Source: an optimization exercise on an open RTL-to-GDS flow (aim: small area, a short achievable clock period and few clock cycles). Production flows keep margins and buffers that such runs may drop. RTL that was checked went through simulation tests only; none was proved equivalent to the original.

== 11-09 ==
==> module rx_path, before the edit <==
module rx_path (
  input  logic        clk,
  input  logic        rst_n,
  input  logic        qpsk,          
  input  logic        in_valid,
  output logic        in_ready,
  input  logic [31:0] in_data,
  input  logic        in_last,
  output logic        out_valid,
  input  logic        out_ready,
  output logic [7:0]  out_data,
  output logic        out_last
);
  logic [3:0] K;
  assign K = qpsk ? 4'd2 : 4'd1;
  logic signed [15:0] yI, yQ;
  logic [7:0]         pIn, pIo, pIt, pQn, pQo, pQt;
  logic               nsI, nsQ;      
  logic               v1, l1;
  logic               rdy;
  logic               acc;
  assign in_ready = rdy;
  assign acc      = in_valid & rdy;
  logic [7:0] eIn, eIo, eIt, eQn, eQo, eQt;
  logic [16:0] yIx, yQx;
  assign yIx = {yI, 1'b0};
  assign yQx = {yQ, 1'b0};
  always_comb begin
    for (int i = 0; i < 8; i++) begin
      eIn[i] = yIx[2*i+2];
      eIo[i] = yIx[2*i+1] ^ yIx[2*i];
      eIt[i] = (yIx[2*i+2] & ~yIx[2*i+1] & ~yIx[2*i]) | (~yIx[2*i+2] & yIx[2*i+1] & yIx[2*i]);
      eQn[i] = yQx[2*i+2];
      eQo[i] = yQx[2*i+1] ^ yQx[2*i];
      eQt[i] = (yQx[2*i+2] & ~yQx[2*i+1] & ~yQx[2*i]) | (~yQx[2*i+2] & yQx[2*i+1] & yQx[2*i]);
    end
  end
  logic [7:0] reG, imG;
  logic [7:1] reP, imP;
  logic       reX, imX;
  rx_sign u_sign (
    .yI(yI), .yQ(yQ),
    .pIn(pIn), .pIo(pIo), .pIt(pIt),
    .pQn(pQn), .pQo(pQo), .pQt(pQt),
    .reG(reG), .reP(reP), .reX(reX),
    .imG(imG), .imP(imP), .imX(imX)
  );
  logic y_p1, y_m1, y_pj, y_mj;
  assign y_p1 = (yI ==  16'sd32767) && (yQ == 16'sd0);
  assign y_m1 = (yI == -16'sd32767) && (yQ == 16'sd0);
  assign y_pj = (yI == 16'sd0) && (yQ ==  16'sd32767);
  assign y_mj = (yI == 16'sd0) && (yQ == -16'sd32767);
  logic fast, fb0, fb1;
  always_comb begin
    fast = y_p1 | y_m1 | y_pj | y_mj;
    if (y_p1)      begin fb0 = pIn[7]; fb1 = nsQ;    end
    else if (y_m1) begin fb0 = nsI;    fb1 = pQn[7]; end
    else if (y_pj) begin fb0 = pQn[7]; fb1 = pIn[7]; end
    else           begin fb0 = nsQ;    fb1 = nsI;    end
  end
  logic [7:0] reG2, imG2;
  logic [7:1] reP2, imP2;
  logic       reX2, imX2;
  logic       fast2, fb02, fb12;
  logic       v2, l2;
  logic cre, cim;
  always_comb begin
    cre = reG2[0];
    cim = imG2[0];
    for (int i = 1; i < 8; i++) begin
      cre = reG2[i] | (reP2[i] & cre);
      cim = imG2[i] | (imP2[i] & cim);
    end
  end
  logic b0, b1;
  assign b0 = fast2 ? fb02 : (reX2 ^ cre);
  assign b1 = fast2 ? fb12 : (imX2 ^ cim);
  logic [7:0] pk;                      
  logic [3:0] fill;                    
  logic       plast;
  logic [7:0] ob;
  logic       obv, oblast;
  assign out_valid = obv;
  assign out_data  = ob;
  assign out_last  = oblast;
  logic [7:0] pk_sh;
  assign pk_sh = qpsk ? {b1, b0, pk[7:2]} : {b0, pk[7:1]};
  logic pend, done;
  assign pend = (fill == 4'd8);
  assign done = v2 & (fill + K == 4'd8);
  logic [3:0] fill_n, fill_w;
  logic       obv_n, obv_w, plast_n, oblast_n, ob_load;
  always_comb begin
    fill_n   = fill;
    obv_n    = obv & ~out_ready;
    plast_n  = plast;
    oblast_n = oblast;
    ob_load  = 1'b0;
    if (pend) begin
      if (~obv | out_ready) begin
        ob_load  = 1'b1;
        obv_n    = 1'b1;
        oblast_n = plast;
        fill_n   = v2 ? K : 4'd0;
        plast_n  = v2 & l2;
      end
    end else if (v2) begin
      if (done) begin
        if (~obv | out_ready) begin
          ob_load  = 1'b1;
          obv_n    = 1'b1;
          oblast_n = plast | l2;
          fill_n   = 4'd0;
          plast_n  = 1'b0;
        end else begin
          fill_n   = 4'd8;
          plast_n  = plast | l2;
        end
      end else begin
        fill_n  = fill + K;
        plast_n = plast | l2;
      end
    end
    fill_w = fill;
    obv_w  = obv;
    if (pend) begin
      if (~obv) begin
        obv_w  = 1'b1;
        fill_w = v2 ? K : 4'd0;
      end
    end else if (v2) begin
      if (done) begin
        if (~obv) begin
          obv_w  = 1'b1;
          fill_w = 4'd0;
        end else begin
          fill_w = 4'd8;
        end
      end else begin
        fill_w = fill + K;
      end
    end
  end
  logic [4:0] occ_w;
  assign occ_w = {1'b0, K} + (v1 ? {1'b0, K} : 5'd0) + {1'b0, fill_w} + (obv_w ? 5'd8 : 5'd0);
  always_ff @(posedge clk or negedge rst_n) begin
    if (!rst_n) begin
      yI     <= 16'sd32767;
      yQ     <= 16'sd0;
      v1     <= 1'b0;
      v2     <= 1'b0;
      rdy    <= 1'b1;
      fill   <= 4'd0;
      plast  <= 1'b0;
      obv    <= 1'b0;
      oblast <= 1'b0;
    end else begin
      v1 <= acc;
      v2 <= v1;
      if (acc) begin
        yI <= in_data[31:16];
        yQ <= in_data[15:0];
      end
      rdy    <= (occ_w + {1'b0, K}) <= 5'd16;
      fill   <= fill_n;
      plast  <= plast_n;
      obv    <= obv_n;
      oblast <= oblast_n;
    end
  end
  always_ff @(posedge clk) begin
    if (acc) begin
      l1  <= in_last;
      pIn <= eIn; pIo <= eIo; pIt <= eIt;
      pQn <= eQn; pQo <= eQo; pQt <= eQt;
      nsI <= ((yI != 16'sd0) & ~yI[15]) | (yI == -16'sd32768);
      nsQ <= ((yQ != 16'sd0) & ~yQ[15]) | (yQ == -16'sd32768);
    end
    l2    <= l1;
    reG2  <= reG;  reP2 <= reP;  reX2 <= reX;
    imG2  <= imG;  imP2 <= imP;  imX2 <= imX;
    fast2 <= fast; fb02 <= fb0;  fb12 <= fb1;
    if (v2 & ~(pend & obv & ~out_ready)) pk <= pk_sh;
    if (ob_load) ob <= pend ? pk : pk_sh;
  end
endmodule
==> flow/config.mk <==
export PLATFORM = sky130hd
export DESIGN_NAME = dpsk_modem
export DESIGN_NICKNAME = dpsk_modem
export VERILOG_FILES = /design/flow/design.v
export SDC_FILE = /design/flow/constraint.sdc
export NUM_CORES = 4
export LEC_CHECK = 0
export CAP_MARGIN = 20
export CORE_MARGIN = 2
export CORE_UTILIZATION = 40
export SLEW_MARGIN = 20
==> flow/constraint.sdc <==
create_clock -name core_clock -period 14.0 [get_ports {clk}]
set_input_delay 2.8000 -clock core_clock [delete_from_list [all_inputs] [get_ports {clk}]]
set_output_delay 2.8000 -clock core_clock [all_outputs]
set_load 0.01 [all_outputs]
standard.sh (not shown) runs the stock make flow with config.mk's settings and CLKGATE_MAP_FILE= SYNTH_SCRIPT=/design/flow/synth_recipe.tcl, a recipe that flattens the netlist after the stock synthesis.
==> flow/flow/run.sh <==
#!/bin/bash
set -e
cd "$(dirname "$0")/.."
export SETUP_SLACK_MARGIN=${SETUP_SLACK_MARGIN:-7.5}
bash standard.sh > standard.log 2>&1
diff inputs: 11-09 => 11-02
--- a/flow/design.v
+++ b/flow/design.v
@@ -1384,6 +1384,12 @@
   always_ff @(posedge clk or negedge rst_n) begin
     if (!rst_n) begin
-      yI     <= 16'sd32767;
-      yQ     <= 16'sd0;
+      pIn    <= 8'h7f;
+      pIo    <= 8'h01;
+      pIt    <= 8'h80;
+      pQn    <= 8'h00;
+      pQo    <= 8'h00;
+      pQt    <= 8'h00;
+      nsI    <= 1'b1;
+      nsQ    <= 1'b0;
       v1     <= 1'b0;
       v2     <= 1'b0;
@@ -1396,7 +1402,9 @@
       v1 <= acc;
       v2 <= v1;
-      if (acc) begin
-        yI <= in_data[31:16];
-        yQ <= in_data[15:0];
+      if (v1) begin
+        pIn <= eIn; pIo <= eIo; pIt <= eIt;
+        pQn <= eQn; pQo <= eQo; pQt <= eQt;
+        nsI <= ((yI != 16'sd0) & ~yI[15]) | (yI == -16'sd32768);
+        nsQ <= ((yQ != 16'sd0) & ~yQ[15]) | (yQ == -16'sd32768);
       end
       rdy    <= (occ_w + {1'b0, K}) <= 5'd16;
@@ -1408,11 +1416,7 @@
   end
   always_ff @(posedge clk) begin
-    if (acc) begin
-      l1  <= in_last;
-      pIn <= eIn; pIo <= eIo; pIt <= eIt;
-      pQn <= eQn; pQo <= eQo; pQt <= eQt;
-      nsI <= ((yI != 16'sd0) & ~yI[15]) | (yI == -16'sd32768);
-      nsQ <= ((yQ != 16'sd0) & ~yQ[15]) | (yQ == -16'sd32768);
-    end
+    yI <= in_data[31:16];
+    yQ <= in_data[15:0];
+    l1 <= in_last;
     l2    <= l1;
     reG2  <= reG;  reP2 <= reP;  reX2 <= reX;
--- outcome ---
- Proportion of layout cells with a drive suffix above 1, 11-09 and 11-02, higher one = 11-09.
- Achievable clock frequency grows slightly when moving from 11-09 to 11-02.
- Comparing 11-09 with 11-02, the area of combinational cells with multiple inputs came out essentially unchanged.
- Delta (11-02 minus 11-09): count of nets after finishing went up by about 0.44%, area after synthesis went down by 560 um^2.
- 11-02: sum of routed wire length over all layers lower than 11-09
- Per the comparison of 11-02 with 11-09, clock skew now smaller, met1 track demand over resource now smaller, filler-free cell count of the finished design now larger.
- From 11-09 to 11-02 the numbers moved as follows: die height saw a decrease; number of flops mapped to enable cells by yosys saw a decrease; area of the die saw a decrease; register share of the cell area saw a decrease.
Testbench counts of 11-02, summed over its fixed seeds: cycles 2,352.
The RTL of 11-09 was laid out without a check of its function.

==> what the ideal ports hide <==
The results above use ideal ports. As a check the final layouts listed here were re-extracted and re-timed, cells and wires unchanged.
Step 1 sets driving cells, clkbuf_16 on the clock port and buf_2 on the other inputs (assumed; they add their load-dependent delay and slew).
Step 2 moves the port delays by t, midway between the first and last clock arrival at a register: inputs arrive t later, outputs are due t later. That takes back most of the time a late clock gives input paths.
a / b / c = ideal / step 1 / step 2; a / b = the first two.
run	t (ns)	setup slack, ns	clock arrival spread, ns	worst data-port slew with drivers (ns)
11-09	0.683	7.540 / 7.540 / 7.540	0.052 / 0.052	0.11
11-02	0.661	7.654 / 7.654 / 7.654	0.032 / 0.032	0.06
After both steps every run listed still meets setup and hold.
